From an optimization exercise on the open Yosys and OpenROAD flow, aimed at small area and a short achievable clock period; shortcuts taken in it are not production practice.
RTL that was checked went through simulation tests only; none was proved equivalent to the original.
The RTL of runs 2 and 3 was laid out without a check of its function.
No activity file was given, so power comes from the tool's default toggle rates.

==> flow/design.v, too long to show whole: its modules and the start of the top module <==
// module fir_15: 1805 lines
// module cpa32: 261 lines
// module ost: 422 lines
// module ores: 7 lines
// module rg: 3 lines
// module fa1: 4 lines
// module ha1: 4 lines
module fir_15 #
  (
    parameter integer C_S00_AXIS_TDATA_WIDTH  = 32,
    parameter integer C_M00_AXIS_TDATA_WIDTH  = 32
  )
  (
  input wire  s00_axis_aclk, s00_axis_aresetn,
  input wire  s00_axis_tlast, s00_axis_tvalid,
  input wire [C_S00_AXIS_TDATA_WIDTH-1 : 0] s00_axis_tdata,
  input wire [(C_S00_AXIS_TDATA_WIDTH/8)-1: 0] s00_axis_tstrb,
  output logic  s00_axis_tready,
  input wire  m00_axis_tready,
  output logic  m00_axis_tvalid, m00_axis_tlast,
  output logic [C_M00_AXIS_TDATA_WIDTH-1 : 0] m00_axis_tdata,
  output logic [(C_M00_AXIS_TDATA_WIDTH/8)-1: 0] m00_axis_tstrb
  );
  // ...
==> flow/flow/run.sh <==
#!/bin/bash
# The standard layout (the standard.sh, unchanged synthesis and steps), except that
# the port buffers that global placement inserts are plain sky130_fd_sc_hd__buf_4 cells.
# make's full output goes to standard.log here; each ORFS step keeps its own log under orfs/logs/.
set -euo pipefail
export BUFFER_PORTS_ARGS="-buffer_cell sky130_fd_sc_hd__buf_4"
bash standard.sh > standard.log 2>&1
==> flow/standard.sh <==
#!/bin/bash
# synth_recipe.tcl (not shown) runs the flow's synth.tcl, then flattens the netlist and writes it again
# the make line also repeats each setting of config.mk as NAME=value (left out here)
make -C /OpenROAD-flow-scripts/flow DESIGN_CONFIG=/design/flow/config.mk WORK_HOME=/design/flow/orfs CLKGATE_MAP_FILE= SYNTH_SCRIPT=/design/flow/synth_recipe.tcl "${@:-finish}"
==> flow/config.mk <==
export PLATFORM = sky130hd
export DESIGN_NAME = fir_15
export DESIGN_NICKNAME = fir_15
export VERILOG_FILES = /design/flow/design.v
export SDC_FILE = /design/flow/constraint.sdc
export NUM_CORES = 4
export LEC_CHECK = 0
export CAP_MARGIN = 20
export CORE_MARGIN = 2
export CORE_UTILIZATION = 65
export CTS_CLUSTER_DIAMETER = 80
export CTS_CLUSTER_SIZE = 32
export SETUP_SLACK_MARGIN = 4.1
export SLEW_MARGIN = 20
export SYNTH_HIERARCHICAL = 1
export SYNTH_MINIMUM_KEEP_SIZE = 0
==> flow/constraint.sdc <==
create_clock -name core_clock -period 7.5 [get_ports {s00_axis_aclk}]
set_input_delay 1.5000 -clock core_clock [delete_from_list [all_inputs] [get_ports {s00_axis_aclk}]]
set_output_delay 1.5000 -clock core_clock [all_outputs]
set_load 0.01 [all_outputs]
==> notes.md, run 1 <==
status=finished clean; Post-Place Worst Slack=just over 3000 ps; worst hold path endpoint=l[6]; routability congestion estimate=0.817; Comb power frac=37.1%; Pwr Total=slightly above 10 mW; M3 GR Usage=2.94%; Mapped Area=39,300 µm²; clock buffers=41; flop2flop setup slack=4120 ps; Comb power=3.81 mW; CTS Hold Bufs=0; Iteration-0 DRC Markers=about 1,200; unrepaired setup endpoints after global routing=yes; commonest non-fill, non-tap cell in the layout=nor2_1; Final Hold Viols=0; top layer used by detailed routing=met4; multi-input gate share of total cell area=58.2%; post-CTS setup buffer count=39; routed length per instance=~18 µm; H-tree depth reported by CTS=2; global route total overflow=0; Worst setup endpoint=o0[13]; cell family with most CP delay=adder cells; Post-DP Area=about 41,000 µm²; met1 Use GR=between 30% and 40%; Levels on crit path=12; Biggest consumer=registers; Setup violations, final=0; met2 wire length=~40 mm; crit path from=s00_axis_tvalid
==> module ost, before the edit <==
module ost (input wire [31:0] y12, input wire [31:0] xr, x, output wire [3:0][7:0] o0_d, output wire [3:1][7:0] o1_d, output wire [3:0] og_d, output wire [3:1] op_d);
  wire f1_s = y12[0] ^ ~xr[0] ^ 1'b1;
  wire f1_c = (y12[0] & ~xr[0]) | (y12[0] & 1'b1) | (~xr[0] & 1'b1);
  wire f2_s, f2_c;
  fa1 f2 (.a(y12[1]), .b(~xr[1]), .c(~xr[0]), .s(f2_s), .co(f2_c));
  wire f3_s, f3_c;
  fa1 f3 (.a(y12[2]), .b(~xr[2]), .c(~xr[1]), .s(f3_s), .co(f3_c));
  wire f4_s, f4_c;
  fa1 f4 (.a(y12[3]), .b(~xr[3]), .c(~xr[2]), .s(f4_s), .co(f4_c));
  wire f5_s, f5_c;
  fa1 f5 (.a(y12[4]), .b(~xr[4]), .c(~xr[3]), .s(f5_s), .co(f5_c));
  wire f6_s, f6_c;
  fa1 f6 (.a(y12[5]), .b(~xr[5]), .c(~xr[4]), .s(f6_s), .co(f6_c));
  wire f7_s, f7_c;
  fa1 f7 (.a(y12[6]), .b(~xr[6]), .c(~xr[5]), .s(f7_s), .co(f7_c));
  wire f8_s, f8_c;
  fa1 f8 (.a(y12[7]), .b(~xr[7]), .c(~xr[6]), .s(f8_s), .co(f8_c));
  wire f9_s, f9_c;
  fa1 f9 (.a(y12[8]), .b(~xr[8]), .c(~xr[7]), .s(f9_s), .co(f9_c));
  wire f10_s, f10_c;
  fa1 f10 (.a(y12[9]), .b(~xr[9]), .c(~xr[8]), .s(f10_s), .co(f10_c));
  wire f11_s, f11_c;
  fa1 f11 (.a(y12[10]), .b(~xr[10]), .c(~xr[9]), .s(f11_s), .co(f11_c));
  wire f12_s, f12_c;
  fa1 f12 (.a(y12[11]), .b(~xr[11]), .c(~xr[10]), .s(f12_s), .co(f12_c));
  wire f13_s, f13_c;
  fa1 f13 (.a(y12[12]), .b(~xr[12]), .c(~xr[11]), .s(f13_s), .co(f13_c));
  wire f14_s, f14_c;
  fa1 f14 (.a(y12[13]), .b(~xr[13]), .c(~xr[12]), .s(f14_s), .co(f14_c));
  wire f15_s, f15_c;
  fa1 f15 (.a(y12[14]), .b(~xr[14]), .c(~xr[13]), .s(f15_s), .co(f15_c));
  wire f16_s, f16_c;
  fa1 f16 (.a(y12[15]), .b(~xr[15]), .c(~xr[14]), .s(f16_s), .co(f16_c));
  wire f17_s, f17_c;
  fa1 f17 (.a(y12[16]), .b(~xr[16]), .c(~xr[15]), .s(f17_s), .co(f17_c));
  wire f18_s, f18_c;
  fa1 f18 (.a(y12[17]), .b(~xr[17]), .c(~xr[16]), .s(f18_s), .co(f18_c));
  wire f19_s, f19_c;
  fa1 f19 (.a(y12[18]), .b(~xr[18]), .c(~xr[17]), .s(f19_s), .co(f19_c));
  wire f20_s, f20_c;
  fa1 f20 (.a(y12[19]), .b(~xr[19]), .c(~xr[18]), .s(f20_s), .co(f20_c));
  wire f21_s, f21_c;
  fa1 f21 (.a(y12[20]), .b(~xr[20]), .c(~xr[19]), .s(f21_s), .co(f21_c));
  wire f22_s, f22_c;
  fa1 f22 (.a(y12[21]), .b(~xr[21]), .c(~xr[20]), .s(f22_s), .co(f22_c));
  wire f23_s, f23_c;
  fa1 f23 (.a(y12[22]), .b(~xr[22]), .c(~xr[21]), .s(f23_s), .co(f23_c));
  wire f24_s, f24_c;
  fa1 f24 (.a(y12[23]), .b(~xr[23]), .c(~xr[22]), .s(f24_s), .co(f24_c));
  wire f25_s, f25_c;
  fa1 f25 (.a(y12[24]), .b(~xr[24]), .c(~xr[23]), .s(f25_s), .co(f25_c));
  wire f26_s, f26_c;
  fa1 f26 (.a(y12[25]), .b(~xr[25]), .c(~xr[24]), .s(f26_s), .co(f26_c));
  wire f27_s, f27_c;
  fa1 f27 (.a(y12[26]), .b(~xr[26]), .c(~xr[25]), .s(f27_s), .co(f27_c));
  wire f28_s, f28_c;
  fa1 f28 (.a(y12[27]), .b(~xr[27]), .c(~xr[26]), .s(f28_s), .co(f28_c));
  wire f29_s, f29_c;
  fa1 f29 (.a(y12[28]), .b(~xr[28]), .c(~xr[27]), .s(f29_s), .co(f29_c));
  wire f30_s, f30_c;
  fa1 f30 (.a(y12[29]), .b(~xr[29]), .c(~xr[28]), .s(f30_s), .co(f30_c));
  wire f31_s, f31_c;
  fa1 f31 (.a(y12[30]), .b(~xr[30]), .c(~xr[29]), .s(f31_s), .co(f31_c));
  wire f32_s, f32_c;
  fa1 f32 (.a(y12[31]), .b(~xr[31]), .c(~xr[30]), .s(f32_s), .co(f32_c));
  wire h33_s = f1_s ^ 1'b1;
  wire h33_c = f1_s & 1'b1;
  wire f34_s = f2_s ^ f1_c ^ 1'b1;
  wire f34_c = (f2_s & f1_c) | (f2_s & 1'b1) | (f1_c & 1'b1);
  wire h35_s, h35_c;
  ha1 h35 (.a(f3_s), .b(f2_c), .s(h35_s), .co(h35_c));
  wire h36_s, h36_c;
  ha1 h36 (.a(f4_s), .b(f3_c), .s(h36_s), .co(h36_c));
  wire h37_s, h37_c;
  ha1 h37 (.a(f5_s), .b(f4_c), .s(h37_s), .co(h37_c));
  wire h38_s, h38_c;
  ha1 h38 (.a(f6_s), .b(f5_c), .s(h38_s), .co(h38_c));
  wire h39_s, h39_c;
  ha1 h39 (.a(f7_s), .b(f6_c), .s(h39_s), .co(h39_c));
  wire h40_s, h40_c;
  ha1 h40 (.a(f8_s), .b(f7_c), .s(h40_s), .co(h40_c));
  wire h41_s, h41_c;
  ha1 h41 (.a(f9_s), .b(f8_c), .s(h41_s), .co(h41_c));
  wire h42_s, h42_c;
  ha1 h42 (.a(f10_s), .b(f9_c), .s(h42_s), .co(h42_c));
  wire h43_s, h43_c;
  ha1 h43 (.a(f11_s), .b(f10_c), .s(h43_s), .co(h43_c));
  wire h44_s, h44_c;
  ha1 h44 (.a(f12_s), .b(f11_c), .s(h44_s), .co(h44_c));
  wire h45_s, h45_c;
  ha1 h45 (.a(f13_s), .b(f12_c), .s(h45_s), .co(h45_c));
  wire h46_s, h46_c;
  ha1 h46 (.a(f14_s), .b(f13_c), .s(h46_s), .co(h46_c));
  wire h47_s, h47_c;
  ha1 h47 (.a(f15_s), .b(f14_c), .s(h47_s), .co(h47_c));
  wire h48_s, h48_c;
  ha1 h48 (.a(f16_s), .b(f15_c), .s(h48_s), .co(h48_c));
  wire h49_s, h49_c;
  ha1 h49 (.a(f17_s), .b(f16_c), .s(h49_s), .co(h49_c));
  wire h50_s, h50_c;
  ha1 h50 (.a(f18_s), .b(f17_c), .s(h50_s), .co(h50_c));
  wire h51_s, h51_c;
  ha1 h51 (.a(f19_s), .b(f18_c), .s(h51_s), .co(h51_c));
  wire h52_s, h52_c;
  ha1 h52 (.a(f20_s), .b(f19_c), .s(h52_s), .co(h52_c));
  wire h53_s, h53_c;
  ha1 h53 (.a(f21_s), .b(f20_c), .s(h53_s), .co(h53_c));
  wire h54_s, h54_c;
  ha1 h54 (.a(f22_s), .b(f21_c), .s(h54_s), .co(h54_c));
  wire h55_s, h55_c;
  ha1 h55 (.a(f23_s), .b(f22_c), .s(h55_s), .co(h55_c));
  wire h56_s, h56_c;
  ha1 h56 (.a(f24_s), .b(f23_c), .s(h56_s), .co(h56_c));
  wire h57_s, h57_c;
  ha1 h57 (.a(f25_s), .b(f24_c), .s(h57_s), .co(h57_c));
  wire h58_s, h58_c;
  ha1 h58 (.a(f26_s), .b(f25_c), .s(h58_s), .co(h58_c));
  wire h59_s, h59_c;
  ha1 h59 (.a(f27_s), .b(f26_c), .s(h59_s), .co(h59_c));
  wire h60_s, h60_c;
  ha1 h60 (.a(f28_s), .b(f27_c), .s(h60_s), .co(h60_c));
  wire h61_s, h61_c;
  ha1 h61 (.a(f29_s), .b(f28_c), .s(h61_s), .co(h61_c));
  wire h62_s, h62_c;
  ha1 h62 (.a(f30_s), .b(f29_c), .s(h62_s), .co(h62_c));
  wire h63_s, h63_c;
  ha1 h63 (.a(f31_s), .b(f30_c), .s(h63_s), .co(h63_c));
  wire h64_s, h64_c;
  ha1 h64 (.a(f32_s), .b(f31_c), .s(h64_s), .co(h64_c));
  wire [31:0] nx2 = ~{x[30:0], 1'b0};   
  wire h65_s, h65_c;
  ha1 h65 (.a(h33_s), .b(nx2[0]), .s(h65_s), .co(h65_c));
  wire f66_s, f66_c;
  fa1 f66 (.a(f34_s), .b(h33_c), .c(nx2[1]), .s(f66_s), .co(f66_c));
  wire f67_s, f67_c;
  fa1 f67 (.a(h35_s), .b(f34_c), .c(nx2[2]), .s(f67_s), .co(f67_c));
  wire f68_s, f68_c;
  fa1 f68 (.a(h36_s), .b(h35_c), .c(nx2[3]), .s(f68_s), .co(f68_c));
  wire f69_s, f69_c;
  fa1 f69 (.a(h37_s), .b(h36_c), .c(nx2[4]), .s(f69_s), .co(f69_c));
  wire f70_s, f70_c;
  fa1 f70 (.a(h38_s), .b(h37_c), .c(nx2[5]), .s(f70_s), .co(f70_c));
  wire f71_s, f71_c;
  fa1 f71 (.a(h39_s), .b(h38_c), .c(nx2[6]), .s(f71_s), .co(f71_c));
  wire f72_s, f72_c;
  fa1 f72 (.a(h40_s), .b(h39_c), .c(nx2[7]), .s(f72_s), .co(f72_c));
  wire f73_s, f73_c;
  fa1 f73 (.a(h41_s), .b(h40_c), .c(nx2[8]), .s(f73_s), .co(f73_c));
  wire f74_s, f74_c;
  fa1 f74 (.a(h42_s), .b(h41_c), .c(nx2[9]), .s(f74_s), .co(f74_c));
  wire f75_s, f75_c;
  fa1 f75 (.a(h43_s), .b(h42_c), .c(nx2[10]), .s(f75_s), .co(f75_c));
  wire f76_s, f76_c;
  fa1 f76 (.a(h44_s), .b(h43_c), .c(nx2[11]), .s(f76_s), .co(f76_c));
  wire f77_s, f77_c;
  fa1 f77 (.a(h45_s), .b(h44_c), .c(nx2[12]), .s(f77_s), .co(f77_c));
  wire f78_s, f78_c;
  fa1 f78 (.a(h46_s), .b(h45_c), .c(nx2[13]), .s(f78_s), .co(f78_c));
  wire f79_s, f79_c;
  fa1 f79 (.a(h47_s), .b(h46_c), .c(nx2[14]), .s(f79_s), .co(f79_c));
  wire f80_s, f80_c;
  fa1 f80 (.a(h48_s), .b(h47_c), .c(nx2[15]), .s(f80_s), .co(f80_c));
  wire f81_s, f81_c;
  fa1 f81 (.a(h49_s), .b(h48_c), .c(nx2[16]), .s(f81_s), .co(f81_c));
  wire f82_s, f82_c;
  fa1 f82 (.a(h50_s), .b(h49_c), .c(nx2[17]), .s(f82_s), .co(f82_c));
  wire f83_s, f83_c;
  fa1 f83 (.a(h51_s), .b(h50_c), .c(nx2[18]), .s(f83_s), .co(f83_c));
  wire f84_s, f84_c;
  fa1 f84 (.a(h52_s), .b(h51_c), .c(nx2[19]), .s(f84_s), .co(f84_c));
  wire f85_s, f85_c;
  fa1 f85 (.a(h53_s), .b(h52_c), .c(nx2[20]), .s(f85_s), .co(f85_c));
  wire f86_s, f86_c;
  fa1 f86 (.a(h54_s), .b(h53_c), .c(nx2[21]), .s(f86_s), .co(f86_c));
  wire f87_s, f87_c;
  fa1 f87 (.a(h55_s), .b(h54_c), .c(nx2[22]), .s(f87_s), .co(f87_c));
  wire f88_s, f88_c;
  fa1 f88 (.a(h56_s), .b(h55_c), .c(nx2[23]), .s(f88_s), .co(f88_c));
  wire f89_s, f89_c;
  fa1 f89 (.a(h57_s), .b(h56_c), .c(nx2[24]), .s(f89_s), .co(f89_c));
  wire f90_s, f90_c;
  fa1 f90 (.a(h58_s), .b(h57_c), .c(nx2[25]), .s(f90_s), .co(f90_c));
  wire f91_s, f91_c;
  fa1 f91 (.a(h59_s), .b(h58_c), .c(nx2[26]), .s(f91_s), .co(f91_c));
  wire f92_s, f92_c;
  fa1 f92 (.a(h60_s), .b(h59_c), .c(nx2[27]), .s(f92_s), .co(f92_c));
  wire f93_s, f93_c;
  fa1 f93 (.a(h61_s), .b(h60_c), .c(nx2[28]), .s(f93_s), .co(f93_c));
  wire f94_s, f94_c;
  fa1 f94 (.a(h62_s), .b(h61_c), .c(nx2[29]), .s(f94_s), .co(f94_c));
  wire f95_s, f95_c;
  fa1 f95 (.a(h63_s), .b(h62_c), .c(nx2[30]), .s(f95_s), .co(f95_c));
  wire f96_s, f96_c;
  fa1 f96 (.a(h64_s), .b(h63_c), .c(nx2[31]), .s(f96_s), .co(f96_c));
  wire [7:0] k97_p, k97_g;
  assign k97_p[0] = h65_s ^ 1'b0;
  assign k97_g[0] = h65_s & 1'b0;
  assign k97_p[1] = f66_s ^ h65_c;
  assign k97_g[1] = f66_s & h65_c;
  assign k97_p[2] = f67_s ^ f66_c;
  assign k97_g[2] = f67_s & f66_c;
  assign k97_p[3] = f68_s ^ f67_c;
  assign k97_g[3] = f68_s & f67_c;
  assign k97_p[4] = f69_s ^ f68_c;
  assign k97_g[4] = f69_s & f68_c;
  assign k97_p[5] = f70_s ^ f69_c;
  assign k97_g[5] = f70_s & f69_c;
  assign k97_p[6] = f71_s ^ f70_c;
  assign k97_g[6] = f71_s & f70_c;
  assign k97_p[7] = f72_s ^ f71_c;
  assign k97_g[7] = f72_s & f71_c;
  wire q98_g = k97_g[1] | (k97_p[1] & k97_g[0]);
  wire q98_p = k97_p[1] & k97_p[0];
  wire q99_g = k97_g[3] | (k97_p[3] & k97_g[2]);
  wire q99_p = k97_p[3] & k97_p[2];
  wire q100_g = k97_g[5] | (k97_p[5] & k97_g[4]);
  wire q100_p = k97_p[5] & k97_p[4];
  wire q101_g = k97_g[7] | (k97_p[7] & k97_g[6]);
  wire q101_p = k97_p[7] & k97_p[6];
  wire q102_g = k97_g[2] | (k97_p[2] & q98_g);
  wire q102_p = k97_p[2] & q98_p;
  wire q103_g = q99_g | (q99_p & q98_g);
  wire q103_p = q99_p & q98_p;
  wire q104_g = k97_g[6] | (k97_p[6] & q100_g);
  wire q104_p = k97_p[6] & q100_p;
  wire q105_g = q101_g | (q101_p & q100_g);
  wire q105_p = q101_p & q100_p;
  wire q106_g = k97_g[4] | (k97_p[4] & q103_g);
  wire q106_p = k97_p[4] & q103_p;
  wire q107_g = q100_g | (q100_p & q103_g);
  wire q107_p = q100_p & q103_p;
  wire q108_g = q104_g | (q104_p & q103_g);
  wire q108_p = q104_p & q103_p;
  wire q109_g = q105_g | (q105_p & q103_g);
  wire q109_p = q105_p & q103_p;
  assign o0_d[0][0] = k97_p[0];
  assign o0_d[0][1] = k97_p[1] ^ k97_g[0];
  assign o0_d[0][2] = k97_p[2] ^ q98_g;
  assign o0_d[0][3] = k97_p[3] ^ q102_g;
  assign o0_d[0][4] = k97_p[4] ^ q103_g;
  assign o0_d[0][5] = k97_p[5] ^ q106_g;
  assign o0_d[0][6] = k97_p[6] ^ q107_g;
  assign o0_d[0][7] = k97_p[7] ^ q108_g;
  assign og_d[0] = q109_g;
  wire [7:0] k110_p, k110_g;
  assign k110_p[0] = f73_s ^ f72_c;
  assign k110_g[0] = f73_s & f72_c;
  assign k110_p[1] = f74_s ^ f73_c;
  assign k110_g[1] = f74_s & f73_c;
  assign k110_p[2] = f75_s ^ f74_c;
  assign k110_g[2] = f75_s & f74_c;
  assign k110_p[3] = f76_s ^ f75_c;
  assign k110_g[3] = f76_s & f75_c;
  assign k110_p[4] = f77_s ^ f76_c;
  assign k110_g[4] = f77_s & f76_c;
  assign k110_p[5] = f78_s ^ f77_c;
  assign k110_g[5] = f78_s & f77_c;
  assign k110_p[6] = f79_s ^ f78_c;
  assign k110_g[6] = f79_s & f78_c;
  assign k110_p[7] = f80_s ^ f79_c;
  assign k110_g[7] = f80_s & f79_c;
  wire q111_g = k110_g[1] | (k110_p[1] & k110_g[0]);
  wire q111_p = k110_p[1] & k110_p[0];
  wire q112_g = k110_g[3] | (k110_p[3] & k110_g[2]);
  wire q112_p = k110_p[3] & k110_p[2];
  wire q113_g = k110_g[5] | (k110_p[5] & k110_g[4]);
  wire q113_p = k110_p[5] & k110_p[4];
  wire q114_g = k110_g[7] | (k110_p[7] & k110_g[6]);
  wire q114_p = k110_p[7] & k110_p[6];
  wire q115_g = k110_g[2] | (k110_p[2] & q111_g);
  wire q115_p = k110_p[2] & q111_p;
  wire q116_g = q112_g | (q112_p & q111_g);
  wire q116_p = q112_p & q111_p;
  wire q117_g = k110_g[6] | (k110_p[6] & q113_g);
  wire q117_p = k110_p[6] & q113_p;
  wire q118_g = q114_g | (q114_p & q113_g);
  wire q118_p = q114_p & q113_p;
  wire q119_g = k110_g[4] | (k110_p[4] & q116_g);
  wire q119_p = k110_p[4] & q116_p;
  wire q120_g = q113_g | (q113_p & q116_g);
  wire q120_p = q113_p & q116_p;
  wire q121_g = q117_g | (q117_p & q116_g);
  wire q121_p = q117_p & q116_p;
  wire q122_g = q118_g | (q118_p & q116_g);
  wire q122_p = q118_p & q116_p;
  assign o0_d[1][0] = k110_p[0];
  assign o1_d[1][0] = ~k110_p[0];
  assign o0_d[1][1] = k110_p[1] ^ k110_g[0];
  assign o1_d[1][1] = k110_p[1] ^ (k110_g[0] | k110_p[0]);
  assign o0_d[1][2] = k110_p[2] ^ q111_g;
  assign o1_d[1][2] = k110_p[2] ^ (q111_g | q111_p);
  assign o0_d[1][3] = k110_p[3] ^ q115_g;
  assign o1_d[1][3] = k110_p[3] ^ (q115_g | q115_p);
  assign o0_d[1][4] = k110_p[4] ^ q116_g;
  assign o1_d[1][4] = k110_p[4] ^ (q116_g | q116_p);
  assign o0_d[1][5] = k110_p[5] ^ q119_g;
  assign o1_d[1][5] = k110_p[5] ^ (q119_g | q119_p);
  assign o0_d[1][6] = k110_p[6] ^ q120_g;
  assign o1_d[1][6] = k110_p[6] ^ (q120_g | q120_p);
  assign o0_d[1][7] = k110_p[7] ^ q121_g;
  assign o1_d[1][7] = k110_p[7] ^ (q121_g | q121_p);
  assign og_d[1] = q122_g;
  assign op_d[1] = q122_g | q122_p;
  wire [7:0] k123_p, k123_g;
  assign k123_p[0] = f81_s ^ f80_c;
  assign k123_g[0] = f81_s & f80_c;
  assign k123_p[1] = f82_s ^ f81_c;
  assign k123_g[1] = f82_s & f81_c;
  assign k123_p[2] = f83_s ^ f82_c;
  assign k123_g[2] = f83_s & f82_c;
  assign k123_p[3] = f84_s ^ f83_c;
  assign k123_g[3] = f84_s & f83_c;
  assign k123_p[4] = f85_s ^ f84_c;
  assign k123_g[4] = f85_s & f84_c;
  assign k123_p[5] = f86_s ^ f85_c;
  assign k123_g[5] = f86_s & f85_c;
  assign k123_p[6] = f87_s ^ f86_c;
  assign k123_g[6] = f87_s & f86_c;
  assign k123_p[7] = f88_s ^ f87_c;
  assign k123_g[7] = f88_s & f87_c;
  wire q124_g = k123_g[1] | (k123_p[1] & k123_g[0]);
  wire q124_p = k123_p[1] & k123_p[0];
  wire q125_g = k123_g[3] | (k123_p[3] & k123_g[2]);
  wire q125_p = k123_p[3] & k123_p[2];
  wire q126_g = k123_g[5] | (k123_p[5] & k123_g[4]);
  wire q126_p = k123_p[5] & k123_p[4];
  wire q127_g = k123_g[7] | (k123_p[7] & k123_g[6]);
  wire q127_p = k123_p[7] & k123_p[6];
  wire q128_g = k123_g[2] | (k123_p[2] & q124_g);
  wire q128_p = k123_p[2] & q124_p;
  wire q129_g = q125_g | (q125_p & q124_g);
  wire q129_p = q125_p & q124_p;
  wire q130_g = k123_g[6] | (k123_p[6] & q126_g);
  wire q130_p = k123_p[6] & q126_p;
  wire q131_g = q127_g | (q127_p & q126_g);
  wire q131_p = q127_p & q126_p;
  wire q132_g = k123_g[4] | (k123_p[4] & q129_g);
  wire q132_p = k123_p[4] & q129_p;
  wire q133_g = q126_g | (q126_p & q129_g);
  wire q133_p = q126_p & q129_p;
  wire q134_g = q130_g | (q130_p & q129_g);
  wire q134_p = q130_p & q129_p;
  wire q135_g = q131_g | (q131_p & q129_g);
  wire q135_p = q131_p & q129_p;
  assign o0_d[2][0] = k123_p[0];
  assign o1_d[2][0] = ~k123_p[0];
  assign o0_d[2][1] = k123_p[1] ^ k123_g[0];
  assign o1_d[2][1] = k123_p[1] ^ (k123_g[0] | k123_p[0]);
  assign o0_d[2][2] = k123_p[2] ^ q124_g;
  assign o1_d[2][2] = k123_p[2] ^ (q124_g | q124_p);
  assign o0_d[2][3] = k123_p[3] ^ q128_g;
  assign o1_d[2][3] = k123_p[3] ^ (q128_g | q128_p);
  assign o0_d[2][4] = k123_p[4] ^ q129_g;
  assign o1_d[2][4] = k123_p[4] ^ (q129_g | q129_p);
  assign o0_d[2][5] = k123_p[5] ^ q132_g;
  assign o1_d[2][5] = k123_p[5] ^ (q132_g | q132_p);
  assign o0_d[2][6] = k123_p[6] ^ q133_g;
  assign o1_d[2][6] = k123_p[6] ^ (q133_g | q133_p);
  assign o0_d[2][7] = k123_p[7] ^ q134_g;
  assign o1_d[2][7] = k123_p[7] ^ (q134_g | q134_p);
  assign og_d[2] = q135_g;
  assign op_d[2] = q135_g | q135_p;
  wire [7:0] k136_p, k136_g;
  assign k136_p[0] = f89_s ^ f88_c;
  assign k136_g[0] = f89_s & f88_c;
  assign k136_p[1] = f90_s ^ f89_c;
  assign k136_g[1] = f90_s & f89_c;
  assign k136_p[2] = f91_s ^ f90_c;
  assign k136_g[2] = f91_s & f90_c;
  assign k136_p[3] = f92_s ^ f91_c;
  assign k136_g[3] = f92_s & f91_c;
  assign k136_p[4] = f93_s ^ f92_c;
  assign k136_g[4] = f93_s & f92_c;
  assign k136_p[5] = f94_s ^ f93_c;
  assign k136_g[5] = f94_s & f93_c;
  assign k136_p[6] = f95_s ^ f94_c;
  assign k136_g[6] = f95_s & f94_c;
  assign k136_p[7] = f96_s ^ f95_c;
  assign k136_g[7] = f96_s & f95_c;
  wire q137_g = k136_g[1] | (k136_p[1] & k136_g[0]);
  wire q137_p = k136_p[1] & k136_p[0];
  wire q138_g = k136_g[3] | (k136_p[3] & k136_g[2]);
  wire q138_p = k136_p[3] & k136_p[2];
  wire q139_g = k136_g[5] | (k136_p[5] & k136_g[4]);
  wire q139_p = k136_p[5] & k136_p[4];
  wire q140_g = k136_g[7] | (k136_p[7] & k136_g[6]);
  wire q140_p = k136_p[7] & k136_p[6];
  wire q141_g = k136_g[2] | (k136_p[2] & q137_g);
  wire q141_p = k136_p[2] & q137_p;
  wire q142_g = q138_g | (q138_p & q137_g);
  wire q142_p = q138_p & q137_p;
  wire q143_g = k136_g[6] | (k136_p[6] & q139_g);
  wire q143_p = k136_p[6] & q139_p;
  wire q144_g = q140_g | (q140_p & q139_g);
  wire q144_p = q140_p & q139_p;
  wire q145_g = k136_g[4] | (k136_p[4] & q142_g);
  wire q145_p = k136_p[4] & q142_p;
  wire q146_g = q139_g | (q139_p & q142_g);
  wire q146_p = q139_p & q142_p;
  wire q147_g = q143_g | (q143_p & q142_g);
  wire q147_p = q143_p & q142_p;
  wire q148_g = q144_g | (q144_p & q142_g);
  wire q148_p = q144_p & q142_p;
  assign o0_d[3][0] = k136_p[0];
  assign o1_d[3][0] = ~k136_p[0];
  assign o0_d[3][1] = k136_p[1] ^ k136_g[0];
  assign o1_d[3][1] = k136_p[1] ^ (k136_g[0] | k136_p[0]);
  assign o0_d[3][2] = k136_p[2] ^ q137_g;
  assign o1_d[3][2] = k136_p[2] ^ (q137_g | q137_p);
  assign o0_d[3][3] = k136_p[3] ^ q141_g;
  assign o1_d[3][3] = k136_p[3] ^ (q141_g | q141_p);
  assign o0_d[3][4] = k136_p[4] ^ q142_g;
  assign o1_d[3][4] = k136_p[4] ^ (q142_g | q142_p);
  assign o0_d[3][5] = k136_p[5] ^ q145_g;
  assign o1_d[3][5] = k136_p[5] ^ (q145_g | q145_p);
  assign o0_d[3][6] = k136_p[6] ^ q146_g;
  assign o1_d[3][6] = k136_p[6] ^ (q146_g | q146_p);
  assign o0_d[3][7] = k136_p[7] ^ q147_g;
  assign o1_d[3][7] = k136_p[7] ^ (q147_g | q147_p);
  assign og_d[3] = q148_g;
  assign op_d[3] = q148_g | q148_p;
endmodule
==> run 2: changes to the inputs <==
--- a/flow/design.v
+++ b/flow/design.v
@@ -1576,17 +1576,18 @@
   ha1 h569 (.a(y11[30]), .b(~xr[28]), .s(h569_s), .co(h569_c));
   wire h570_s, h570_c;
   ha1 h570 (.a(y11[31]), .b(~xr[29]), .s(h570_s), .co(h570_c));
   wire [31:0] y12_a = {h570_s, h569_s, h568_s, f567_s, h566_s, h565_s, h564_s, f563_s, h562_s, h561_s, h560_s, f559_s, h558_s, h557_s, h556_s, f555_s, h554_s, h553_s, h552_s, f551_s, h550_s, h549_s, h548_s, f547_s, h546_s, h545_s, h544_s, f543_s, h542_s, h541_s, h540_s, f539_s};
   wire [31:0] y12_b = {h569_c, h568_c, f567_c, h566_c, h565_c, h564_c, f563_c, h562_c, h561_c, h560_c, f559_c, h558_c, h557_c, h556_c, f555_c, h554_c, h553_c, h552_c, f551_c, h550_c, h549_c, h548_c, f547_c, h546_c, h545_c, h544_c, f543_c, h542_c, h541_c, h540_c, f539_c, 1'b0};
   cpa32 u_y12 (.a(y12_a), .b(y12_b), .s(y12_d));
   logic [3:0][7:0] o0; logic [3:1][7:0] o1; logic [3:0] og; logic [3:1] op;
   wire [3:0][7:0] o0_d; wire [3:1][7:0] o1_d; wire [3:0] og_d; wire [3:1] op_d;
-  ost u_ost (.y12(y12), .xr(xr), .x(x), .o0_d(o0_d), .o1_d(o1_d), .og_d(og_d), .op_d(op_d));
+  wire [31:0] nxr = ~xr;
+  ost u_ost (.y12(y12), .nxr(nxr), .x(x), .o0_d(o0_d), .o1_d(o1_d), .og_d(og_d), .op_d(op_d));
   ores u_ores (.o0(o0), .o1(o1), .og(og), .op(op), .m00_axis_tdata(m00_axis_tdata));
   wire [31:0] xr_n = x;
   wire [31:0] xr_q = xr;
   wire [31:0] xr_r;
   for (genvar i = 0; i < 32; i++) begin : g_xr
     rg u (.rst(rst), .en(en), .n(xr_n[i]), .q(xr_q[i]), .d(xr_r[i]));
   end
   wire [31:0] xrr_n = xr;
@@ -2059,81 +2060,81 @@
   assign s[26] = k1_p[26] ^ q75_g;
   assign s[27] = k1_p[27] ^ q76_g;
   assign s[28] = k1_p[28] ^ q77_g;
   assign s[29] = k1_p[29] ^ q78_g;
   assign s[30] = k1_p[30] ^ q79_g;
   assign s[31] = k1_p[31] ^ q80_g;
   assign co = q81_g;
 endmodule
-module ost (input wire [31:0] y12, input wire [31:0] xr, x, output wire [3:0][7:0] o0_d, output wire [3:1][7:0] o1_d, output wire [3:0] og_d, output wire [3:1] op_d);
-  wire f1_s = y12[0] ^ ~xr[0] ^ 1'b1;
-  wire f1_c = (y12[0] & ~xr[0]) | (y12[0] & 1'b1) | (~xr[0] & 1'b1);
+module ost (input wire [31:0] y12, input wire [31:0] nxr, x, output wire [3:0][7:0] o0_d, output wire [3:1][7:0] o1_d, output wire [3:0] og_d, output wire [3:1] op_d);
+  wire f1_s = y12[0] ^ nxr[0] ^ 1'b1;
+  wire f1_c = (y12[0] & nxr[0]) | (y12[0] & 1'b1) | (nxr[0] & 1'b1);
   wire f2_s, f2_c;
-  fa1 f2 (.a(y12[1]), .b(~xr[1]), .c(~xr[0]), .s(f2_s), .co(f2_c));
+  fa1 f2 (.a(y12[1]), .b(nxr[1]), .c(nxr[0]), .s(f2_s), .co(f2_c));
   wire f3_s, f3_c;
-  fa1 f3 (.a(y12[2]), .b(~xr[2]), .c(~xr[1]), .s(f3_s), .co(f3_c));
+  fa1 f3 (.a(y12[2]), .b(nxr[2]), .c(nxr[1]), .s(f3_s), .co(f3_c));
   wire f4_s, f4_c;
-  fa1 f4 (.a(y12[3]), .b(~xr[3]), .c(~xr[2]), .s(f4_s), .co(f4_c));
+  fa1 f4 (.a(y12[3]), .b(nxr[3]), .c(nxr[2]), .s(f4_s), .co(f4_c));
   wire f5_s, f5_c;
-  fa1 f5 (.a(y12[4]), .b(~xr[4]), .c(~xr[3]), .s(f5_s), .co(f5_c));
+  fa1 f5 (.a(y12[4]), .b(nxr[4]), .c(nxr[3]), .s(f5_s), .co(f5_c));
   wire f6_s, f6_c;
-  fa1 f6 (.a(y12[5]), .b(~xr[5]), .c(~xr[4]), .s(f6_s), .co(f6_c));
+  fa1 f6 (.a(y12[5]), .b(nxr[5]), .c(nxr[4]), .s(f6_s), .co(f6_c));
   wire f7_s, f7_c;
-  fa1 f7 (.a(y12[6]), .b(~xr[6]), .c(~xr[5]), .s(f7_s), .co(f7_c));
+  fa1 f7 (.a(y12[6]), .b(nxr[6]), .c(nxr[5]), .s(f7_s), .co(f7_c));
   wire f8_s, f8_c;
-  fa1 f8 (.a(y12[7]), .b(~xr[7]), .c(~xr[6]), .s(f8_s), .co(f8_c));
+  fa1 f8 (.a(y12[7]), .b(nxr[7]), .c(nxr[6]), .s(f8_s), .co(f8_c));
   wire f9_s, f9_c;
-  fa1 f9 (.a(y12[8]), .b(~xr[8]), .c(~xr[7]), .s(f9_s), .co(f9_c));
+  fa1 f9 (.a(y12[8]), .b(nxr[8]), .c(nxr[7]), .s(f9_s), .co(f9_c));
   wire f10_s, f10_c;
-  fa1 f10 (.a(y12[9]), .b(~xr[9]), .c(~xr[8]), .s(f10_s), .co(f10_c));
+  fa1 f10 (.a(y12[9]), .b(nxr[9]), .c(nxr[8]), .s(f10_s), .co(f10_c));
   wire f11_s, f11_c;
-  fa1 f11 (.a(y12[10]), .b(~xr[10]), .c(~xr[9]), .s(f11_s), .co(f11_c));
+  fa1 f11 (.a(y12[10]), .b(nxr[10]), .c(nxr[9]), .s(f11_s), .co(f11_c));
   wire f12_s, f12_c;
-  fa1 f12 (.a(y12[11]), .b(~xr[11]), .c(~xr[10]), .s(f12_s), .co(f12_c));
+  fa1 f12 (.a(y12[11]), .b(nxr[11]), .c(nxr[10]), .s(f12_s), .co(f12_c));
   wire f13_s, f13_c;
-  fa1 f13 (.a(y12[12]), .b(~xr[12]), .c(~xr[11]), .s(f13_s), .co(f13_c));
+  fa1 f13 (.a(y12[12]), .b(nxr[12]), .c(nxr[11]), .s(f13_s), .co(f13_c));
   wire f14_s, f14_c;
-  fa1 f14 (.a(y12[13]), .b(~xr[13]), .c(~xr[12]), .s(f14_s), .co(f14_c));
+  fa1 f14 (.a(y12[13]), .b(nxr[13]), .c(nxr[12]), .s(f14_s), .co(f14_c));
   wire f15_s, f15_c;
-  fa1 f15 (.a(y12[14]), .b(~xr[14]), .c(~xr[13]), .s(f15_s), .co(f15_c));
+  fa1 f15 (.a(y12[14]), .b(nxr[14]), .c(nxr[13]), .s(f15_s), .co(f15_c));
   wire f16_s, f16_c;
-  fa1 f16 (.a(y12[15]), .b(~xr[15]), .c(~xr[14]), .s(f16_s), .co(f16_c));
+  fa1 f16 (.a(y12[15]), .b(nxr[15]), .c(nxr[14]), .s(f16_s), .co(f16_c));
   wire f17_s, f17_c;
-  fa1 f17 (.a(y12[16]), .b(~xr[16]), .c(~xr[15]), .s(f17_s), .co(f17_c));
+  fa1 f17 (.a(y12[16]), .b(nxr[16]), .c(nxr[15]), .s(f17_s), .co(f17_c));
   wire f18_s, f18_c;
-  fa1 f18 (.a(y12[17]), .b(~xr[17]), .c(~xr[16]), .s(f18_s), .co(f18_c));
+  fa1 f18 (.a(y12[17]), .b(nxr[17]), .c(nxr[16]), .s(f18_s), .co(f18_c));
   wire f19_s, f19_c;
-  fa1 f19 (.a(y12[18]), .b(~xr[18]), .c(~xr[17]), .s(f19_s), .co(f19_c));
+  fa1 f19 (.a(y12[18]), .b(nxr[18]), .c(nxr[17]), .s(f19_s), .co(f19_c));
   wire f20_s, f20_c;
-  fa1 f20 (.a(y12[19]), .b(~xr[19]), .c(~xr[18]), .s(f20_s), .co(f20_c));
+  fa1 f20 (.a(y12[19]), .b(nxr[19]), .c(nxr[18]), .s(f20_s), .co(f20_c));
   wire f21_s, f21_c;
-  fa1 f21 (.a(y12[20]), .b(~xr[20]), .c(~xr[19]), .s(f21_s), .co(f21_c));
+  fa1 f21 (.a(y12[20]), .b(nxr[20]), .c(nxr[19]), .s(f21_s), .co(f21_c));
   wire f22_s, f22_c;
-  fa1 f22 (.a(y12[21]), .b(~xr[21]), .c(~xr[20]), .s(f22_s), .co(f22_c));
+  fa1 f22 (.a(y12[21]), .b(nxr[21]), .c(nxr[20]), .s(f22_s), .co(f22_c));
   wire f23_s, f23_c;
-  fa1 f23 (.a(y12[22]), .b(~xr[22]), .c(~xr[21]), .s(f23_s), .co(f23_c));
+  fa1 f23 (.a(y12[22]), .b(nxr[22]), .c(nxr[21]), .s(f23_s), .co(f23_c));
   wire f24_s, f24_c;
-  fa1 f24 (.a(y12[23]), .b(~xr[23]), .c(~xr[22]), .s(f24_s), .co(f24_c));
+  fa1 f24 (.a(y12[23]), .b(nxr[23]), .c(nxr[22]), .s(f24_s), .co(f24_c));
   wire f25_s, f25_c;
-  fa1 f25 (.a(y12[24]), .b(~xr[24]), .c(~xr[23]), .s(f25_s), .co(f25_c));
+  fa1 f25 (.a(y12[24]), .b(nxr[24]), .c(nxr[23]), .s(f25_s), .co(f25_c));
   wire f26_s, f26_c;
-  fa1 f26 (.a(y12[25]), .b(~xr[25]), .c(~xr[24]), .s(f26_s), .co(f26_c));
+  fa1 f26 (.a(y12[25]), .b(nxr[25]), .c(nxr[24]), .s(f26_s), .co(f26_c));
   wire f27_s, f27_c;
-  fa1 f27 (.a(y12[26]), .b(~xr[26]), .c(~xr[25]), .s(f27_s), .co(f27_c));
+  fa1 f27 (.a(y12[26]), .b(nxr[26]), .c(nxr[25]), .s(f27_s), .co(f27_c));
   wire f28_s, f28_c;
-  fa1 f28 (.a(y12[27]), .b(~xr[27]), .c(~xr[26]), .s(f28_s), .co(f28_c));
+  fa1 f28 (.a(y12[27]), .b(nxr[27]), .c(nxr[26]), .s(f28_s), .co(f28_c));
   wire f29_s, f29_c;
-  fa1 f29 (.a(y12[28]), .b(~xr[28]), .c(~xr[27]), .s(f29_s), .co(f29_c));
+  fa1 f29 (.a(y12[28]), .b(nxr[28]), .c(nxr[27]), .s(f29_s), .co(f29_c));
   wire f30_s, f30_c;
-  fa1 f30 (.a(y12[29]), .b(~xr[29]), .c(~xr[28]), .s(f30_s), .co(f30_c));
+  fa1 f30 (.a(y12[29]), .b(nxr[29]), .c(nxr[28]), .s(f30_s), .co(f30_c));
   wire f31_s, f31_c;
-  fa1 f31 (.a(y12[30]), .b(~xr[30]), .c(~xr[29]), .s(f31_s), .co(f31_c));
+  fa1 f31 (.a(y12[30]), .b(nxr[30]), .c(nxr[29]), .s(f31_s), .co(f31_c));
   wire f32_s, f32_c;
-  fa1 f32 (.a(y12[31]), .b(~xr[31]), .c(~xr[30]), .s(f32_s), .co(f32_c));
+  fa1 f32 (.a(y12[31]), .b(nxr[31]), .c(nxr[30]), .s(f32_s), .co(f32_c));
   wire h33_s = f1_s ^ 1'b1;
   wire h33_c = f1_s & 1'b1;
   wire f34_s = f2_s ^ f1_c ^ 1'b1;
   wire f34_c = (f2_s & f1_c) | (f2_s & 1'b1) | (f1_c & 1'b1);
   wire h35_s, h35_c;
   ha1 h35 (.a(f3_s), .b(f2_c), .s(h35_s), .co(h35_c));
   wire h36_s, h36_c;
   ha1 h36 (.a(f4_s), .b(f3_c), .s(h36_s), .co(h36_c));
--- a/flow/config.mk
+++ b/flow/config.mk
@@ -5,12 +5,12 @@
 export SDC_FILE = /design/flow/constraint.sdc
 export NUM_CORES = 4
 export LEC_CHECK = 0
 export CAP_MARGIN = 20
 export CORE_MARGIN = 2
 export CORE_UTILIZATION = 65
 export CTS_CLUSTER_DIAMETER = 80
 export CTS_CLUSTER_SIZE = 32
-export SETUP_SLACK_MARGIN = 4.1
+export SETUP_SLACK_MARGIN = 4.2
 export SLEW_MARGIN = 20
 export SYNTH_HIERARCHICAL = 1
 export SYNTH_MINIMUM_KEEP_SIZE = 0
==> run 2 against run 1 <==
Still clean on timing, DRC and antenna; core utilization is 1.2 points higher; via count is 0.81% higher; final cell count is 0.14% lower; worst hold slack better by 12 ps.
==> notes.md, run 2 <==
status=finished clean; cell family with most CP delay=adder cells; H-tree depth reported by CTS=2 (unchanged); Sw Share=around a third; VDD IR-drop max=roughly 0.2 mV; post-route cell area=44,100 µm²; setup_tns=0 ps; register share of total power=37.9%; Mapped Cells=roughly 3,300; latest clock arrival within the worst-skew pair=600 ps; min cycle time layout=3550 ps; Lkg Pwr=just over 20 nW; DR pass1 iterations=5; area growth from synthesis to layout=12.6%; Die W=250 µm; Mapped Area=39,200 µm² (-0.16%); fmax=~0.28 GHz; Mean Syn Cell Area=12.0 µm²; cell mode on critical path=fa_2; hold depth=2; Largest Register=s; number of global-route vias before repair=25,523; worst r2r src=xr[15]; Total GRT Usage=about a quarter; Final Hold Viols=0 (unchanged); flop2flop setup slack=3950 ps (-170 ps); global route total overflow=0 (unchanged); switching power=3.81 mW; Num CTS Buffers=36; die area=62,300 µm²; max cap viols=0; Ports=80; Critical Path Fanout Max=3; Die Y-Extent=250 µm; I/O Buffers=79; critical path class=reg2reg; worst hold path endpoint=s[56]; wire length of the first global-routing pass=roughly 130 mm; crit share post-route=47.3%; crit path from=xr[15]; CTS Hold Bufs=0 (unchanged); commonest non-fill, non-tap cell in the layout=nor2_1; Hold Path Origin=s[56]; Iteration-0 DRC Markers=1,229 (+4.5%); final WL=79.9 mm; Post-DP Area=40,900 µm² (-0.29%); DP HPWL=55.5 mm; Cell Chain, Critical Path=buf_12 -> inv_6 -> fa_2 -> ha_4 -> fa_1 -> ha_2 -> fa_2 -> nand3_4 -> nand2_2 -> fa_2 -> xor2_1 -> mux2i_1 -> nor2_1; Util after Layout=73.5%; max-slew violation count=0; Pint=7.01 mW; CP Capture Type=flip-flop; slowest CP cell=fa_2; most frequent cells in the layout=nor2_1 (685), mux2i_1 (668), dfxtp_1 (637); vias per cell=5.53; worst path required time=8020 ps; Worst setup SP type=flip-flop; Levels on crit path=13 (+1); Setup violations, final=0 (unchanged); routed length per instance=18.7 µm (+3.8%); Root Driver=clkbuf_16; Worst-Margin Slew=around 1200 ps; Clock transition at path regs=110 ps; # DRC=0; antenna viol nets, final=0; Min-Delay Path Class=reg2reg; floorplan core area=about 60,000 µm²; largest net degree at the start of global routing=206; Slew Limit Headroom=23.1%; clk buf depth=3; via count=23,654; unrepaired setup endpoints after global routing=yes; Comb power frac=40.2% (+3.1 points); layout cells sized above 1=13.3%; max FFs per register=60; Max Clock Skew=between 20 and 30 ps; Clock power frac=21.9%; initial antenna violation count=0; critical path arrival=a little over 4000 ps; depth of the most critical reg-to-reg path=13; Critical R2R Capture=o0[21]; Syn. warnings=7; CP bufs+invs=2; routability congestion estimate=0.836 (+2.3%); Layout fillers=4,199; Starting Density=65.3%; # rows=90; CTS tree=yes; final net count=4,252; clock sink count=approximately 670; Worst path max stage delay=550 ps; Cell Pwr Density=around 250 nW/µm²
==> run 2: changes by cell type in the layout (fill, tap and decap cells not counted), moves of 8 or more <==
cell     change
buf_12       -9
buf_6       +30
dfxtp_4      +8
fa_1        -11
fa_2        +11
ha_1        -15
ha_4        +15
inv_1       -32
nand2_1     -11
nand2_4      +8
==> run 2: cell type report <==
| class | count | area (µm²) | share of cell area [%] |
|---|---|---|---|
| diodes | 1 | 2.50 | 0.00567 |
| clock buffers | 39 | 943 | 2.14 |
| clock inverters | 22 | 319 | 0.723 |
| inverters | 182 | 707 | 1.60 |
| multi-input cells | 2397 | 25800 | 58.6 |
| flip-flops and latches | 668 | 13500 | 30.5 |
| well taps | 782 | 978 | 2.22 |
| repair buffers | 184 | 1880 | 4.25 |
==> run 2: per-layer routing <==
metal	part of all wire, %	GRT usage [%]	up-vias
met2	53	47.1	234
met4	2.0	5.83	0
met5	0	0	-
met1	43	35.1	12158
li1	-	-	11175
met3	2.3	2.44	87
==> run 2: power groups by stage <==
stage	clock [mW]	combinational, mW	sequential [mW]
after floorplan	0	2.57	4.14
after global placement	0	3.26	4.18
after detailed placement	0	3.39	4.19
after CTS	2.44	3.77	4.09
after global routing	2.56	4.79	4.14
final	2.37	4.35	4.09
==> run 2: stage by stage <==
stage	hold WS, ps	setup slack [ps]	total power [mW]	cells
global route	522	3840	11.5	4274
floorplan	454	-366	6.71	3272
global placement	468	3040	7.44	4136
CTS	508	4000	10.3	4246
detailed placement	480	2960	7.59	4136
finish	503	3950	10.8	4275
==> run 2: how the worst max path moves through the flow <==
stage,endpoint,slack (ps)
after floorplan,c10[0],-370
after global placement,o1[13],3040
after detailed placement,o1[13],2960
after CTS,o1[13],4000
after global routing,o0[21],3840
final,o0[21],3950
==> run 2: timing repair <==
action / in CTS / in global routing
cloned: 4 / 0
setup buffers: 45 / 28
endpoints found under the setup margin: 218 / 95
pin swaps: 48 / 82
resized for setup: 171 / 150
==> run 2: worst register-to-register path, cell delays in order, from the launching register on <==
cell	delay, ps
dfxtp_2	360
buf_12	110
inv_6	30
fa_2	560
ha_4	220
fa_1	520
ha_2	200
fa_2	390
nand3_4	90
nand2_2	80
fa_2	380
xor2_1	270
mux2i_1	140
nor2_1	140
==> run 3: changes to the inputs <==
--- a/flow/config.mk
+++ b/flow/config.mk
@@ -11,5 +11,5 @@
 export CTS_CLUSTER_DIAMETER = 80
 export CTS_CLUSTER_SIZE = 32
-export SETUP_SLACK_MARGIN = 4.2
+export SETUP_SLACK_MARGIN = 4.1
 export SLEW_MARGIN = 20
 export SYNTH_HIERARCHICAL = 1
==> run 3 against run 2 <==
Still clean; critical path depth fell by 1; global-route usage is 0.27 points lower; register-to-register slack better by 80 ps; maximum frequency rose by 2.3%; cell area down 1.9%; first-iteration DRC count decreased by 1.3%; count of clock-buffer cells in the layout did not move; clock skew is essentially flat; critical endpoint is now o1[11]; largest cell class unchanged.
==> notes.md, run 3 <==
status=finished clean; commonest non-fill, non-tap cell in the layout=nor2_1; slowest CP cell=fa_2; routability congestion estimate=0.836 (unchanged); latest clock arrival within the worst-skew pair=600 ps (about the same); Clock power frac=23.0% (+1.1 points); global route total overflow=0 (unchanged); number of global-route vias before repair=25,367 (-0.61%); max cap viols=0 (unchanged); Starting Density=65.3% (unchanged); most frequent cells in the layout=nor2_1 (685), mux2i_1 (668), dfxtp_1 (640); flop2flop setup slack=4030 ps (+80 ps); initial antenna violation count=1 (+1); Mapped Area=39,200 µm² (unchanged); hold depth=2 (unchanged); Final Hold Viols=0 (unchanged); CTS tree=yes; # rows=90 (unchanged); Lkg Pwr=20.2 nW (-1.1%); clk buf depth=3 (unchanged); Largest Register=s; Iteration-0 DRC Markers=1,213 (-1.3%); Setup violations, final=0 (unchanged); switching power=3.59 mW (-5.7%); setup_tns=0 ps (unchanged); Mean Syn Cell Area=12.0 µm² (unchanged); Num CTS Buffers=36 (unchanged); Post-Place Worst Slack=2960 ps (unchanged); register share of total power=39.7% (+1.8 points); Die Y-Extent=250 µm (unchanged); I/O Buffers=79 (unchanged); Layout fillers=4,333 (+3.2%); worst r2r src=xr[15]; depth of the most critical reg-to-reg path=12 (-1); Antenna diodes=0 (-1); critical path class=reg2reg; Pwr Total=10.3 mW (-4.8%); area growth from synthesis to layout=10.5%; Root Driver=clkbuf_16; DP HPWL=55.5 mm (unchanged); worst path required time=8000 ps (-20 ps); unrepaired setup endpoints after global routing=yes; cell mode on critical path=fa_2; Util after Layout=72.2% (-1.4 points); Cell Chain, Critical Path=buf_12 -> inv_4 -> fa_2 -> ha_4 -> fa_1 -> ha_2 -> fa_2 -> fa_2 -> a31oi_1 -> xnor2_1 -> mux2i_1 -> nor2_1; min cycle time layout=3470 ps (-79.9 ps); Hold Path Origin=o1[2]; Cell Pwr Density=238 nW/µm² (-3.0%); post-route cell area=43,300 µm² (-1.9%); clock sink count=668 (unchanged); max FFs per register=60 (unchanged); Ports=80 (unchanged); fmax=0.288 GHz (+2.3%); VDD IR-drop max=0.186 mV (-6.9%); Post-DP Area=40,900 µm² (unchanged); Critical Path Fanout Max=3 (unchanged); Worst-Margin Slew=1150 ps (-3.81 ps); worst hold path endpoint=o1[2]; Max Clock Skew=27.4 ps (-0.477 ps); largest net degree at the start of global routing=206 (unchanged); H-tree depth reported by CTS=2 (unchanged); Critical R2R Capture=o1[11]; wire length of the first global-routing pass=131 mm (-0.91%); Syn. warnings=7 (unchanged); max-slew violation count=0 (unchanged); crit share post-route=46.3% (-1.1 points); layout cells sized above 1=11.0% (-2.3 points); Worst setup SP type=flip-flop; die area=62,300 µm² (unchanged); Min-Delay Path Class=reg2reg; routed length per instance=18.6 µm (-0.69%); Clock transition at path regs=110 ps (about the same); antenna viol nets, final=0 (unchanged); vias per cell=5.52 (-0.17%); Slew Limit Headroom=23.3% (+0.25 points); # DRC=0 (unchanged); Mapped Cells=3,271 (unchanged); Pint=6.70 mW (-4.3%); CP Capture Type=flip-flop; Comb power frac=37.3% (-2.9 points); Worst path max stage delay=550 ps (about the same); via count=23,482 (-0.73%); Setup WS post-layout=4030 ps (+79.9 ps); area of the multi-input gates=25,400 µm² (-1.8%); DR pass1 iterations=5 (unchanged); final net count=4,229 (-0.54%); Sw Share=34.9% (-0.32 points); critical path arrival=3970 ps (-100 ps); floorplan core area=60,000 µm² (unchanged); Total GRT Usage=26.1% (-0.27 points); FF+latch area=13,500 µm² (about the same); Die W=250 µm (unchanged); final WL=78.9 mm (-1.2%)
## run 3: routing by layer
layer | vias up | share of wire [%] | track usage, %
met5 | - | 0 | 0
met4 | 0 | 2.1 | 6.02
met3 | 90 | 2.1 | 2.27
met2 | 234 | 52 | 46.5
met1 | 12038 | 43 | 34.8
li1 | 11120 | - | -
## run 3: worst max-delay path by stage
stage | from | endpoint | slack, ps | depth (start not counted)
floorplan | s00_axis_aresetn | c10[0] | -370 | 2
global placement | s00_axis_tvalid | o1[13] | 3040 | 13
detailed placement | xr[16] | o1[13] | 2960 | 13
CTS | xr[15] | o1[13] | 3990 | 14
global route | xr[15] | o1[11] | 3920 | 12
finish | xr[15] | o1[11] | 4030 | 12
## run 3: repair_timing
item,4_1_cts,5_1_grt
pin swaps,29,44
setup buffers,32,19
gates resized for setup,127,59
setup endpoints to repair,130,54
hold buffers,0,0
cloned,2,1
## run 3: final cells by class
class | instances | share of cell area, %
Multi-Input combinational cell | 2397 | 58.6
Sequential cell | 668 | 31.1
Timing Repair Buffer | 161 | 3.54
Tap cell | 782 | 2.26
Clock buffer | 39 | 2.18
Inverter | 182 | 1.63
Clock inverter | 22 | 0.736
## run 3: power by group through the flow
stage / Clock (mW) / Combinational, mW / Sequential [mW]
after floorplan: 0 / 2.57 / 4.14
after global placement: 0 / 3.26 / 4.18
after detailed placement: 0 / 3.39 / 4.19
after CTS: 2.44 / 3.64 / 4.09
after global routing: 2.56 / 4.28 / 4.13
final: 2.37 / 3.84 / 4.09
## run 3: worst max-delay path: cells and delay by family, from the launching register on
family / cells / cell delay (ps)
simple gates: 1 / 190
flops: 1 / 360
buf+inv: 2 / 140
mux: 1 / 110
xor+xnor: 1 / 160
compound gates: 1 / 190
fa+ha+maj: 6 / 2250
## run 3: stage by stage
step	std cells	hold WS [ps]
floorplan	3272	454
global placement	4136	468
detailed placement	4136	480
CTS	4231	508
global route	4251	522
finish	4251	503

[port drivers added, routing unchanged]
The results above use ideal ports. As a check the final layouts listed here were re-extracted and re-timed, cells and wires unchanged.
Step 1: set_driving_cell puts a clkbuf_16 on s00_axis_aclk and a buf_2 on each other input, an assumption about the parent block.
Step 2, shift: input delay + t, output delay - t, t = (earliest + latest rising clock arrival at the registers) / 2. This alone moves slack from input paths to output paths.
a / b / c = no drivers / after step 1 / after step 2; a / b = the first two.
run | t (ns) | setup WS [ns] | slew at the worst register clock pin (ns)
run 1 | 0.645 | 4.084 / 3.883 / 3.238 | 0.11 / 0.11
run 2 | 0.651 | 3.950 / 3.745 / 3.093 | 0.12 / 0.12
run 3 | 0.653 | 4.030 / 3.902 / 3.249 | 0.12 / 0.12
After both steps setup and hold are still met in every run listed. For run 2, which loses most, drivers alone change the setup slack by -0.205 ns; drivers and shift together by -0.857 ns.
